This is an optimization exercise on Yosys and OpenROAD, whose aim is a short achievable clock period and few clock cycles, not a production implementation. The RTL was checked by simulation tests, not by an equivalence proof against the original design.

<file path="flow/run.sh">
#!/bin/bash
# synth_recipe.tcl (not shown) runs the flow's synth.tcl, then flattens the netlist and writes it again
# the make line also repeats each setting of config.mk as NAME=value (left out here)
make -C /OpenROAD-flow-scripts/flow DESIGN_CONFIG=/design/flow/config.mk WORK_HOME=/design/flow/orfs CLKGATE_MAP_FILE= SYNTH_SCRIPT=/design/flow/synth_recipe.tcl finish
</file>
<file path="flow/config.mk">
export PLATFORM = sky130hd
export DESIGN_NAME = mips
export DESIGN_NICKNAME = mips
export VERILOG_FILES = /design/flow/design.v
export SDC_FILE = /design/flow/constraint.sdc
export NUM_CORES = 4
export LEC_CHECK = 0
export CAP_MARGIN = 20
export CORE_MARGIN = 2
export CORE_UTILIZATION = 40
export SETUP_SLACK_MARGIN = 3
export SLEW_MARGIN = 20
</file>
<file path="flow/constraint.sdc">
create_clock -name core_clock -period 160.0 [get_ports {clk}]
set_input_delay 32.0000 -clock core_clock [delete_from_list [all_inputs] [get_ports {clk}]]
set_output_delay 32.0000 -clock core_clock [all_outputs]
set_load 0.01 [all_outputs]
</file>
<file path="flow/design.v">
module alu_control
  (
   input [5:0] opcode,
   input [5:0] funct,
   output [3:0] op
   );
    reg [3:0]   opreg;
    assign op = opreg;
    always @ (opcode or funct)
    begin
        case(opcode)
          6'b000000:
            begin
                case(funct)
                6'b100000:
                  opreg = 4'b0001;
                6'b100010:
                  opreg = 4'b0010 ;
                6'b011000:
                  opreg = 4'b0011 ;
                6'b011010:
                  opreg = 4'b0100;
                default:
                  opreg = 4'b0000;
                endcase  
            end
        6'b001000:
          opreg = 4'b0001;
        default:
          opreg = 4'b0000;
        endcase  
    end  
endmodule  
module alu
  (
   input [5:0] opcode,
   input [5:0] funct,
   input [31:0]  busA,
   input [31:0]  busB,
   output [31:0] result,
   output        zero,
   input         clk,
   input         rst
   );
    wire [3:0]   op;
    alu_control alu_control(
                            .opcode(opcode),
                            .funct(funct),
                            .op(op));
    reg [31:0]   result_reg;
    assign result = result_reg;
    assign zero = result == 32'd0;
    always @ (op or busA or busB or rst)
    begin
        if(rst)
        begin
            result_reg <= 32'd0;
        end
        else
        begin
            case(op)
            4'b0001:
              result_reg <= busA + busB;
            4'b0010:
              result_reg <= busA - busB;
            4'b0011:
              result_reg <= busA * busB;
            4'b0100:
              result_reg <= (busB == 32'd0) ? 32'hffffffff : busA / busB;
            default:
              result_reg <= busB;
            endcase  
        end
    end  
endmodule  
module register_file
  (
   input         write_enable,
   input [4:0]   write_register,
   input [31:0]  busW,
   input [4:0]   RS,
   input [4:0]   RT,
   output [31:0] busA,
   output [31:0] busB,
   input         rst,
   input         clk
   );
    integer      i;
    reg [31:0]   registers[31:0];
    reg [31:0]   busA_reg;
    reg [31:0]   busB_reg;
    assign busA = busA_reg;
    assign busB = busB_reg;
    always @ (*)
    begin
        if(rst)
        begin
            busA_reg <= 32'b0;
            busB_reg <= 32'b0;
        end
        else
        begin
            busA_reg <= registers[RS];
            busB_reg <= registers[RT];
        end
    end  
    always@(posedge clk)
    begin
        if(rst)
        begin
            for(i = 0; i < 32; i = i + 1)
              registers[i] <= 32'b0;
        end
        else
        begin
            if(write_enable)
            begin
                if (write_register != 0)
                  registers[write_register] <= busW;
            end
        end
    end  
endmodule  
module mips
  (
   input         clk,
   input         rst,
   output [31:0] imem_addr,
   input [31:0]  imem_data,
   output        wb_en,
   output [4:0]  wb_reg,
   output [31:0] wb_data
   );
    reg [31:0] pc;
    wire        jmp;
    wire [31:0] jmp_adr;
    wire [31:0] busA;
    wire [31:0] busB;
    wire [31:0] instruction = rst ? 32'b0 : imem_data;
    wire [5:0]  opcode = instruction[31:26];
    wire [4:0]  RS = instruction[25:21];
    wire [4:0]  RT = instruction[20:16];
    wire [4:0]  RD = instruction[15:11];
    wire [31:0]  immediate = { {16{instruction[15]}}, instruction[15:0]};
    wire [5:0]  funct = instruction[5:0];
    wire [25:0]  jump_target = instruction[25:0];
    assign jmp_adr = (opcode == 6'b000010) ? {6'b0, jump_target} : 32'b0;
    assign jmp = (opcode == 6'b000010) ? 1'b1 : 1'b0;
    wire        alu_zero;
    wire [31:0] alu_out;
    always@(posedge clk)
    begin
        if(rst)
        begin
            pc <= 32'd0;
        end
        else
        begin
            case(opcode)
            6'b000010:
              pc <= jmp_adr;
            6'b000100:
                if(alu_zero)
                  pc <= pc + 32'd4 + (32'd4 * immediate);
                else
                  pc <= pc + 32'd4;
            default:
              pc <= pc + 32'd4;
            endcase
        end
    end  
    assign imem_addr = pc;
    wire [31:0] alu_busB = (
        ((opcode == 6'b001000 ) ? 1 : 
         (opcode == 6'b001111 ) ? 1 : 
         0)) ? immediate : busB;
    wire [5:0]  alu_opcode = (opcode == 6'b000100) ? 6'b000000 : opcode;
    wire [5:0]  alu_funct = (opcode == 6'b000100) ? 6'b100010 : funct;
    alu alu(
            .opcode(alu_opcode),
            .funct(alu_funct),
            .busA(busA),
            .busB(alu_busB),
            .result(alu_out),
            .zero(alu_zero),
            .clk(clk),
            .rst(rst));
    wire r_type_write = (
        ((opcode == 6'b000000 ) ? 1 : 
         0)) &&
                        (funct == 6'b100000 || funct == 6'b100010 ||
                         funct == 6'b011000 || funct == 6'b011010);
    wire reg_write_enable = ((opcode == 6'b001111) ? 1'b1 :
                             (opcode == 6'b001000) ? 1'b1 :
                             r_type_write);
    wire [4:0] reg_write_register = (
        ((opcode == 6'b001000 ) ? 1 : 
         (opcode == 6'b001111 ) ? 1 : 
         (opcode == 6'b000100 ) ? 1 : 
         0)) ? RT : RD;
    wire [31:0] reg_write_data = alu_out;
    register_file reg_file(
                           .write_enable(reg_write_enable),
                           .write_register(reg_write_register),
                           .busW(reg_write_data),
                           .RS(RS),
                           .RT(RT),
                           .busA(busA),
                           .busB(busB),
                           .rst(rst),
                           .clk(clk));
    assign wb_en = reg_write_enable && (reg_write_register != 5'd0) && !rst;
    assign wb_reg = reg_write_register;
    assign wb_data = reg_write_data;
endmodule  
</file>
==> run notes <==
-- repair_timing --
action                     in CTS  in global routing
resized for setup              13                128
pin swaps                       2                 13
setup endpoints to repair       1                  3
buffers inserted               14                 27
cloned                          1                  5
hold buffers                    0                  0
-- cells by family (layout without fill, tap and decap cells) --
logic type	Yosys count	count (layout)	synth area share, %
simple gates	4201	4203	18.2
compound gates	2359	2360	15.4
buf+inv	1304	1268	5.12
fa+ha+maj	1128	1128	16.7
flops	1056	1056	30.5
mux	651	651	9.89
xor+xnor	482	482	4.14
other cells	1	51	0.00365
-- worst min-delay path by stage --
stage                       end  startpoint  cells after the start  slack, ns
after floorplan           pc[0]       pc[0]                      2       0.48
after global placement    pc[0]       pc[0]                      2       0.46
after detailed placement  pc[1]       pc[1]                      2       0.47
after CTS                 pc[1]       pc[1]                      2       0.48
after global routing      pc[1]       pc[1]                      2       0.49
final                     pc[1]       pc[1]                      2       0.47
-- cell type report --
type                            instances  area (sq um)  area share (%)
Antenna cell                           19          47.5          0.0420
Clock buffer                          125          2850            2.52
Clock inverter                         80           712           0.629
Inverter                              570          2150            1.90
Multi-Input combinational cell       8856         67600            59.7
Sequential cell                      1056         31400            27.7
Tap cell                             3384          4230            3.74
Timing Repair Buffer                  492          4170            3.69
Timing Repair inverter                  1          5.00         0.00442
-- synth_stat cells (92+ instances only) --
cell type and count:
sky130_fd_sc_hd__o22ai_1 95, sky130_fd_sc_hd__mux2i_1 261, sky130_fd_sc_hd__a21oi_1 564, sky130_fd_sc_hd__nand2b_1 108, sky130_fd_sc_hd__xnor2_1 316, sky130_fd_sc_hd__a31oi_1 101, sky130_fd_sc_hd__o21ai_0 396, sky130_fd_sc_hd__nor2_1 1690
sky130_fd_sc_hd__nor3_1 252, sky130_fd_sc_hd__a211oi_1 95, sky130_fd_sc_hd__mux2_2 108, sky130_fd_sc_hd__clkbuf_1 527, sky130_fd_sc_hd__mux4_2 281, sky130_fd_sc_hd__nand3_1 237, sky130_fd_sc_hd__nand4_1 92, sky130_fd_sc_hd__nor2b_1 133
sky130_fd_sc_hd__o21a_1 187, sky130_fd_sc_hd__nand2_1 1225, sky130_fd_sc_hd__ha_1 718, sky130_fd_sc_hd__edfxtp_1 1024, sky130_fd_sc_hd__xor2_1 163, sky130_fd_sc_hd__a21o_1 201, sky130_fd_sc_hd__inv_1 559, sky130_fd_sc_hd__fa_1 410
-- cell usage in the layout (no fill, tap or decap), drive strengths merged, types with 255 or more instances in the layout --
cell       n
fa       410
inv      566
a21oi    566
o21ai    422
ha       718
xnor2    317
nor3     255
nand2   1225
edfxtp  1024
nor2    1690
mux2i    261
buf      393
mux4     281
-- flip-flops by register name, indices dropped and copies added (netlist names) --
register	flops
reg_file.registers	1024
pc	32
-- worst max-delay path, delay by kind of cell --
kind	cells	cell delay (ns)
AOI/OAI and AO/OA	203	45.93
xor gates and xnor gates	1	0.17
adders and majority gates	31	9.55
buffers and inverters	32	7.30
muxes	6	2.03
and+or+nand+nor	106	22.11
-- layer usage --
layer	wire length, um	vias up	global-route usage [%]	share of wire, %
li1	-	40100	-	-
met1	174000	48000	43.8	35
met2	217000	7417	56.6	44
met3	63800	1946	10.8	13
met4	37700	22	23.1	7.7
met5	263	-	0.110	0.053
-- per-stage QoR --
| stage | hold slack (ns) | cell area [sq um] | util, % | std cells |
|---|---|---|---|---|
| floorplan | 0.481 | 103000 | - | 11200 |
| global placement | 0.461 | 109000 | 42.4 | 14300 |
| detailed placement | 0.467 | 109000 | 42.4 | 14300 |
| CTS | 0.478 | 112000 | 43.8 | 14500 |
| global route | 0.489 | 113000 | 44.1 | 14600 |
| finish | 0.474 | 113000 | 44.2 | 14600 |
==> run notes <==
----------------------------------------------------
[STA]
  Final setup violating endpoints ... 0
  Relative slew margins ... 12.0%
  Transition time at the pin with the least slew margin ... around 1.3 ns
  Fmax ... between 6 and 7 MHz
  Post-route fraction of the period consumed by the critical path ... roughly 95%
  Unrepaired setup endpoints after global routing ... false
  Shortest clock period the worst path allows after layout ... between 150 and 200 ns
  Final number of hold-violating endpoints ... 0
  Final worst clock skew ... between 0.04 and 0.05 ns
  Minimum setup slack in the final design ... between 8 and 9 ns
  Fin Setup TNS ... 0 ns
  Final Max Slew Viols ... 0

[Worst setup path]
  Max Fanout on Critical Path ... 85
  End of the worst register-to-register path ... pc[5]
  Delay of the slowest cell on the worst path ... a little over 0.6 ns
  Type of element capturing the critical path ... output port
  Critical path startpoint ... rst
  Critical path class ... in -> out
  Critical path data required time ... between 100 and 150 ns
  Worst Path Arrival ... around 120 ns
  Capture point of the worst path ... wb_data[0]
  Element type at the critical path start ... input port
  Flop2flop setup slack ... just over 70 ns
  Master of the slowest instance on the critical path ... sky130_fd_sc_hd__or4_4
  Number of cell instances on the worst register-to-register path ... between 300 and 400
  CP most frequent cell ... sky130_fd_sc_hd__o21a_1
  Start of the worst register-to-register path ... reg_file.registers[29][21]

[Drt]
  Number of iterations in the first detailed-routing pass ... 6
  Number of nets with antenna violations after detailed routing ... 0
  Post-route DRC violation count ... 0
  Routed WL per cell ... roughly 34 um
  Final wirelength ... approximately 490,000 um
  Via density per instance ... 6.69
  Total vias in the final route ... about 98,000
  Count of routing violations after the opening detailed-route iteration ... around 14,000

[CTS]
  Sinks on Clock Net ... around 1,100
  Root Buffer Master ... sky130_fd_sc_hd__clkbuf_16
  Register clock-pin slew on the reported worst setup and hold paths ... 0.06 ns
  TritonCTS clock tree ... yes
  Deepest level of the CTS H-tree ... 3
  Worst skew pair latency ... between 0.7 and 0.8 ns
  CTS Buf Count ... 110
  CTS max path bufs ... 3

[Place]
  Final HPWL from detailed placement ... around 330,000 um
  Gp weighted congestion ... approximately 1
  Minimum setup slack after placement ... 1.56 ns
  Input/output buffers ... just over 100

[Logic synthesis]
  Count of state elements after synthesis ... 1,056
  Ranking of synthesized cells by area ... sky130_fd_sc_hd__edfxtp_1, sky130_fd_sc_hd__ha_1, sky130_fd_sc_hd__fa_1
  Sequential share of the synthesized area ... 30.5%
  Number of distinct library cells after synthesis ... between 100 and 150
  Asr flop ratio synth ... 0%
  Number of enable-type register cells in the synthesized netlist ... a little over 1,000
  Proportion of netlist area held by the largest area contributor ... around 30%
  Mapped Cells ... between 10,000 and 15,000
  Count of synthesis-stage warnings from yosys ... 4
  Syn Std Cell Area ... about 100,000 sq um
  Cell taking the most area after synthesis ... sky130_fd_sc_hd__edfxtp_1
  Synth Area per Inst ... about 9.2 sq um
  Dominant synthesized flop cell ... sky130_fd_sc_hd__edfxtp_1

[Floorplan]
  Std-Cell Rows ... between 150 and 200
  Number of top-level pins ... approximately 100
  Core Box Area ... approximately 260,000 sq um
  Starting density of the core ... 40.1%
  Die height ... 511 um
  Overall die width ... 511 um
  Total die area ... around 260,000 sq um

[Run]
  Max_cap viols ... 0

[Global routing]
  Initial antenna violation count ... 31
  Vias in the first global route ... about 95,000
  Wire length of the first global-routing pass ... ~690,000 um
  Maximum number of pins on one net before global-route repair ... just under 90
  Final global-route overflow total ... 0
  GRT Resource Usage Total ... roughly 36%

[Run status]
  Run status ... no timing/DRC/antenna violations

[Layout]
  Number of fill cells ... 24,700
  Number of nets in the finished design ... roughly 12,000
  Fraction of final layout cells sized beyond drive strength 1 ... about an eighth
  Post-synthesis to final-layout area growth ... 10.1%

[Min path]
  Worst min path class ... reg -> reg

----------------------------------------------------
Testbench counts, summed over its fixed seeds: cycles 35,634.

port drivers added, routing unchanged:
The results above use ideal ports. As a check the final layout listed here was re-extracted and re-timed, cells and wires unchanged. Step 1 assumes that a clkbuf_16 drives the clock port and a buf_2 every other input. Step 2 adds t to the input delays and takes it off the output delays; t is the mean of the earliest and latest rising clock arrival at the registers after step 1. Input paths then give back, and output paths get back, about the clock's delay inside the block. Slacks: no drivers / after step 1 / after step 2; pairs: no drivers / after step 1.
shift t [ns]: 0.827
slack for setup (ns): 8.262 / 8.215 / 8.215
clock arrival spread, ns: 0.050 / 0.050
After both steps setup and hold are still met in this run. The setup slack of this run moves by -0.047 ns with the drivers and by -0.047 ns with both steps.
